This design comes from an exercise in tuning for small area, a short achievable clock period and few clock cycles per item on the open sky130 flow, not from production work. The RTL was checked by simulation tests, not by an equivalence proof against the original design. No activity file was given, so power comes from the tool's default toggle rates.

## sort_top
module sort_top ( t_go, t_rst, t_clk, t_n, t_wr_en, t_wr_addr, t_wr_data, t_sorted_data, t_done);
input t_go, t_rst, t_clk;
input [5:0] t_n;
input t_wr_en;
input [4:0] t_wr_addr;
input [7:0] t_wr_data;
output [7:0] t_sorted_data;
output t_done;
localparam R = 2;        
localparam C = 16;       
reg [7:0] v [0:R-1][0:C-1];
reg       act_e;         
reg       act_o;         
reg       merge;         
reg [3:0] calm_q;        
wire      calm1 = &calm_q;  
reg       calm2;         
reg [4:0] cnt;           
reg [4:0] rl [0:R-1];    
reg [5:0] n_q;           
reg [7:0] out_q;
reg       done_q;
reg       idle;          
function gt8(input [7:0] x, input [7:0] y);
  reg [7:0] g, l;
  reg [3:0] g1, l1;
  reg [1:0] g2, l2;
  integer i;
  begin
    g = x & ~y;
    l = ~x & y;
    for (i = 0; i < 4; i = i + 1) begin
      g1[i] = g[2*i+1] | (~l[2*i+1] & g[2*i]);
      l1[i] = l[2*i+1] | (~g[2*i+1] & l[2*i]);
    end
    for (i = 0; i < 2; i = i + 1) begin
      g2[i] = g1[2*i+1] | (~l1[2*i+1] & g1[2*i]);
      l2[i] = l1[2*i+1] | (~g1[2*i+1] & l1[2*i]);
    end
    gt8 = g2[1] | (~l2[1] & g2[0]);
  end
endfunction
wire [C-2:0] sw [0:R-1];
wire [R-1:0] row_sw;
  ...
For scale: ~2300 cells after synthesis, ~300 flip-flops, roughly 32 I/O pins, roughly 0.017 sq mm of cells after synthesis.
==> flow/config.mk <==
export PLATFORM = sky130hd
export DESIGN_NAME = sort_top
export DESIGN_NICKNAME = sort_top
export VERILOG_FILES = /design/flow/design.v
export SDC_FILE = /design/flow/constraint.sdc
export NUM_CORES = 4
export LEC_CHECK = 0
export CAP_MARGIN = 20
export CORE_MARGIN = 2
export CORE_UTILIZATION = 55
export PLACE_DENSITY = 0.65
export SETUP_SLACK_MARGIN = 4.2
export SLEW_MARGIN = 20
==> flow/constraint.sdc <==
create_clock -name core_clock -period 6.5 [get_ports {t_clk}]
set_input_delay 1.3000 -clock core_clock [delete_from_list [all_inputs] [get_ports {t_clk}]]
set_output_delay 1.3000 -clock core_clock [all_outputs]
set_load 0.01 [all_outputs]
standard.sh (not shown) runs the stock make flow with config.mk's settings and CLKGATE_MAP_FILE= SYNTH_SCRIPT=/design/flow/synth_recipe.tcl, a recipe that flattens the netlist after the stock synthesis.
==> flow/flow/run.sh <==
#!/bin/bash
# The standard layout (standard.sh), except that abc maps the logic with an
# area-oriented script (flow/area.abc) in place of ORFS's speed script, and
# that the make variables listed in flow/make_args.txt (one per line) are
# added to ORFS's make command line. The synthesis is otherwise
# synth_recipe.tcl unchanged, so the registers and their names are the
# standard synthesis's. Each tool's output goes to a log here.
set -euo pipefail
W=$PWD
{
  printf 'proc abc {args} {\n'
  printf '  set i [lsearch -exact $args -script]\n'
  printf '  if {$i >= 0} { lset args [expr {$i + 1}] %s }\n' "$W/flow/area.abc"
  printf '  yosys abc {*}$args\n'
  printf '}\n'
  cat "$W/synth_recipe.tcl"
} > "$W/area_synth.tcl"
EXTRA=""
if [[ -f "$W/flow/make_args.txt" ]]; then
  while IFS= read -r line; do
    [[ -n "$line" ]] && EXTRA+=" '$line'"
  done < "$W/flow/make_args.txt"
fi
sed -e "s#SYNTH_SCRIPT=[^ ]*synth_recipe.tcl#SYNTH_SCRIPT=$W/area_synth.tcl#" \
    -e "s#^make -C \([^ ]*\) #make -C \1$EXTRA #" "$W/standard.sh" > "$W/area_standard.sh"
grep -q "SYNTH_SCRIPT=$W/area_synth.tcl" "$W/area_standard.sh"
bash "$W/area_standard.sh" > "$W/make.log" 2>&1
==> flow/flow/area.abc <==
strash
dch
map -a
topo
stime -c
==> flow/flow/make_args.txt <==
MATCH_CELL_FOOTPRINT=0
BUFFER_PORTS_ARGS=-buffer_cell sky130_fd_sc_hd__buf_4
The first run completed with no timing, DRC or antenna violations.
Testbench counts at the start, summed over its fixed seeds: cycles 4,189, items 1,645.
Then changed:
==> flow/flow/make_args.txt (replaced) <==
MATCH_CELL_FOOTPRINT=0
BUFFER_PORTS_ARGS=-buffer_cell sky130_fd_sc_hd__buf_4
CTS_ARGS=-sink_clustering_enable -repair_clock_nets -sink_clustering_size 40 -sink_clustering_max_diameter 80
- CORE_UTILIZATION: 55 -> 40
- PLACE_DENSITY: 0.65 -> 0.5
Power is lower by 2.9%.
Critical path depth came out lower by 8.
Routed wire length went up by 7.5%.
Setup slack degrades by 0.043 ns.
Via count falls by 2.5%.
Utilization came out lower by 19 points.
Final area went up by 0.31%.
Non-clock buffer count goes up by 11.
Worst hold slack gets worse by 0.0076 ns.
Synthesized cell count stays the same.
Then changed:
==> flow/flow/make_args.txt (replaced) <==
MATCH_CELL_FOOTPRINT=0
BUFFER_PORTS_ARGS=-buffer_cell sky130_fd_sc_hd__buf_4
- SETUP_SLACK_MARGIN: 4.2 -> 4.25
Combinational power is higher by about 2%; via count barely changes; cell area is higher by 3.1%; power is higher by 5.7%; synthesized area is unchanged; global-route usage is higher by 0.56 points; maximum frequency is higher by 1.3%; wire length is higher by 0.44%; utilization is higher by 1.6 points.

[port drivers added, routing unchanged]
Ports are ideal in the flow. The routed layouts listed here were re-timed in OpenROAD.
Step 1 sets driving cells, clkbuf_16 on the clock port and buf_2 on the other inputs (assumed; they add their load-dependent delay and slew).
Step 2, shift: input delay + t, output delay - t, t = (earliest + latest rising clock arrival at the registers) / 2. This alone moves slack from input paths to output paths.
Three values: no drivers, after step 1, after step 2; two values: the first two.
| run | t (ns) | slack for setup (ns) | worst setup path after step 2 | worst data-port slew with drivers (ns) |
|---|---|---|---|---|
| the first run | 0.571 | 4.227 / 4.187 / 3.739 | input to register | 0.03 |
| the second run | 0.620 | 4.184 / 4.123 / 3.684 | input to register | 0.04 |
| the third run | 0.613 | 4.215 / 4.157 / 3.727 | input to register | 0.04 |
After both steps every run listed still meets setup and hold. The setup slack of the second run, which loses most, moves by -0.061 ns with the drivers and by -0.500 ns with both steps.
